From an optimization exercise on the open Yosys and OpenROAD flow, aimed at small area; shortcuts taken in it are not production practice.
The RTL was checked by simulation tests, not by an equivalence proof against the original design.

== the previous run ==
// RGBtoHSV
module RGBtoHSV(
    output [31:0] H,
    output [31:0] S,
    output [31:0] V,
    output [31:0] S1,
    output [31:0] S2,
    output [31:0] Corner,
    output [31:0] Delta,
    output [31:0] Max,
    output [2:0]  State,
    input  [31:0] R,
    input  [31:0] G,
    input  [31:0] B,
    input         Clk,
    input         reset
);
    wire [2:0] st;
    Controler ctr(.State(st), .reset(reset), .Clk(Clk));
    assign State = st;
    wire s1 = (st == 3'd1);
    wire s2 = (st == 3'd2);
    wire s3 = (st == 3'd3);
    wire s4 = (st == 3'd4);
    wire s5 = (st == 3'd5);
    wire s6 = (st == 3'd6);
    wire s45 = s4 | s5;
    reg [31:0] rR, rG, rB;
    always @(posedge Clk) begin
        if (s1) begin
            rR <= R;
            rG <= G;
            rB <= B;
        end
    end
    wire geRG, geRB, geGB;
    Compare_fp cRG(.ge(geRG), .a(rR), .b(rG));
    Compare_fp cRB(.ge(geRB), .a(rR), .b(rB));
    Compare_fp cGB(.ge(geGB), .a(rG), .b(rB));
    wire mR = geRG & geRB;
    wire mG = ~mR & geGB;
    wire mB = ~mR & ~geGB;
    wire nB = geRB & geGB;
    wire nG = ~nB & geRG;
    wire nR = ~nB & ~geRG;
    wire [31:0] busMax = ({32{mR}} & rR) | ({32{mG}} & rG) | ({32{mB}} & rB);
    wire [31:0] cornerv = ({32{mG}} & 32'h42F00000) | ({32{mB}} & 32'h43700000);
    reg  [31:0] q1, q2, q3;
    wire aR = (s3 & mR) | (s45 & mB);
    wire aG = (s3 & mG) | (s45 & mR);
    wire aB = (s3 & mB) | (s45 & mG);
    wire aQ = s1 | s2;
    wire [31:0] busA = ({32{aR}} & rR) | ({32{aG}} & rG) | ({32{aB}} & rB) | ({32{aQ}} & q1);
    wire bR = (s3 & nR) | (s45 & mG);
    wire bG = (s3 & nG) | (s45 & mB);
    wire bB = (s3 & nB) | (s45 & mR);
    wire [31:0] busB = ({32{bR}} & rR) | ({32{bG}} & rG) | ({32{bB}} & rB)
                     | ({32{s1}} & cornerv) | ({32{s2}} & 32'h43B40000);
    wire [31:0] aso;
    addSub as0(.o(aso), .a(busA), .b(busB), .s(~aQ));
    wire [31:0] P;
    mul60 m60(.o(P), .a(aso));
    reg  [24:0] rem;
    reg  [10:0] exr;
    reg  [10:0] pst, nst;
  ...
clock: 100.0 ns
lec_check: 0
abc_area: 1
cap_margin: 10
core_margin: 2
core_utilization: 45
place_density: 0.6
slew_margin: 10
standard.sh (not shown) runs the stock make flow with config.mk's settings and CLKGATE_MAP_FILE= SYNTH_SCRIPT=/design/flow/synth_recipe.tcl, a recipe that flattens the netlist after the stock synthesis.
==> flow/flow/run.sh <==
#!/bin/bash
# Standard synthesis, then the combinational logic between the standard
# synthesis's registers, full adders and tie cells is mapped again by ABC for
# area (registers keep their names and cells), then the standard layout
# with sky130_fd_sc_hd__buf_1 as the port buffer and a clock tree
# without dummy loads.
set -euo pipefail
R=orfs/results/${FLOW_PLATFORM}/RGBtoHSV/base
LIB=${FLOW_HOME}/platforms/${FLOW_PLATFORM}/lib/sky130_fd_sc_hd__tt_025C_1v80.lib
bash standard.sh synth > synth.log 2>&1
cp $R/1_2_yosys.v $R/1_2_yosys.std.v
DU=$(sed -n '/^export DONT_USE_CELLS/,/^$/p' ${FLOW_HOME}/platforms/${FLOW_PLATFORM}/config.mk | grep -o 'sky130_fd_sc_hd__[a-z0-9_]*' | sed 's/^/-dont_use /' | tr '\n' ' ')
sed -e "s#@LIB@#${LIB}#g" -e "s#@IN@#$R/1_2_yosys.std.v#g" -e "s#@OUT@#$R/1_2_yosys.v#g" -e "s#@DU@#${DU}#g" \
    flow/resyn.ys.in > resyn.ys
yosys -s resyn.ys > resyn.log 2>&1
bash standard.sh "BUFFER_PORTS_ARGS=-buffer_cell sky130_fd_sc_hd__buf_1" \
    "CTS_ARGS=-sink_clustering_enable -repair_clock_nets -dont_use_dummy_load -buf_list {sky130_fd_sc_hd__clkbuf_2 sky130_fd_sc_hd__clkbuf_4} -sink_clustering_size 8" finish > standard.log 2>&1
==> flow/flow/resyn.ys.in <==
read_liberty -ignore_miss_func @LIB@
read_verilog @IN@
hierarchy -top RGBtoHSV
blackbox sky130_fd_sc_hd__fa_1 sky130_fd_sc_hd__edfxtp_1 sky130_fd_sc_hd__dfxtp_1 sky130_fd_sc_hd__dfrtp_1 sky130_fd_sc_hd__conb_1
flatten
opt_clean
abc -liberty @LIB@ @DU@ -script +&get,-n;&st;&dch;&nf,-R,1000;&put;topo;dnsize
opt_clean -purge
stat -liberty @LIB@
write_verilog -noattr -noexpr -nohex -nodec @OUT@
--- input diff the previous run..the current run ---
diff --git a/flow/flow/run.sh b/flow/flow/run.sh
--- a/flow/flow/run.sh
+++ b/flow/flow/run.sh
@@ -16,2 +16,2 @@
 bash standard.sh "BUFFER_PORTS_ARGS=-buffer_cell sky130_fd_sc_hd__buf_1" \
-    "CTS_ARGS=-sink_clustering_enable -repair_clock_nets -dont_use_dummy_load -buf_list {sky130_fd_sc_hd__clkbuf_2 sky130_fd_sc_hd__clkbuf_4} -sink_clustering_size 8" finish > standard.log 2>&1
+    "CTS_ARGS=-sink_clustering_enable -repair_clock_nets -dont_use_dummy_load -buf_list sky130_fd_sc_hd__clkbuf_4 -sink_clustering_size 10" finish > standard.log 2>&1
diff --git a/flow/config.mk b/flow/config.mk
--- a/flow/config.mk
+++ b/flow/config.mk
@@ -11,2 +11,3 @@
 export CORE_UTILIZATION = 45
+export GPL_TIMING_DRIVEN = 0
 export PLACE_DENSITY = 0.6
Findings:
- The worst stage delay on the critical path in the current run was higher than what the previous run gave.
- The current run ends up with higher post-route minimum period than the previous run does.
- Global-route usage over all layers, the current run and the previous run: larger value in the previous run
- Core utilization: the current run higher than the previous run
- Timing startpoint of the critical path = rR[31]: the previous run; timing startpoint of the critical path = rG[3]: the current run
- NOTE post-route cell area the previous run->the current run increased slightly
- Diff the current run and the previous run: number of placed cells counting well taps higher in the previous run
- The current run has less setup slack than the previous run.
- Clock-cell share of area: the previous run vs the current run — no meaningful difference
- Diff the previous run -> the current run: endpoint required time on the critical path up 20 ps, count of antenna diodes in the layout up 6.

what the ideal ports hide:
No port has a modelled driver above. Below, the same layouts with a new extraction and two added sets of constraints. Step 1 (the two cells are an assumption about what drives the block):
set clk [get_ports {Clk}]
set_driving_cell -lib_cell sky130_fd_sc_hd__clkbuf_16 $clk
set_driving_cell -lib_cell sky130_fd_sc_hd__buf_2 [delete_from_list [all_inputs] $clk]
Step 2 adds t to the input delays and takes it off the output delays; t is the mean of the earliest and latest rising clock arrival at the registers after step 1. Input paths then give back, and output paths get back, about the clock's delay inside the block. Slacks: no drivers / after step 1 / after step 2; pairs: no drivers / after step 1.
| run | t (ns) | slack for setup (ns) | latest minus earliest clock arrival (ns) | worst slew at a driven data input, ns |
|---|---|---|---|---|
| the previous run | 0.879 | 15.268 / 15.268 / 15.268 | 0.076 / 0.076 | 0.06 |
| the current run | 0.889 | 6.888 / 6.888 / 6.888 | 0.056 / 0.057 | 0.10 |
After both steps setup and hold are still met in every run listed.
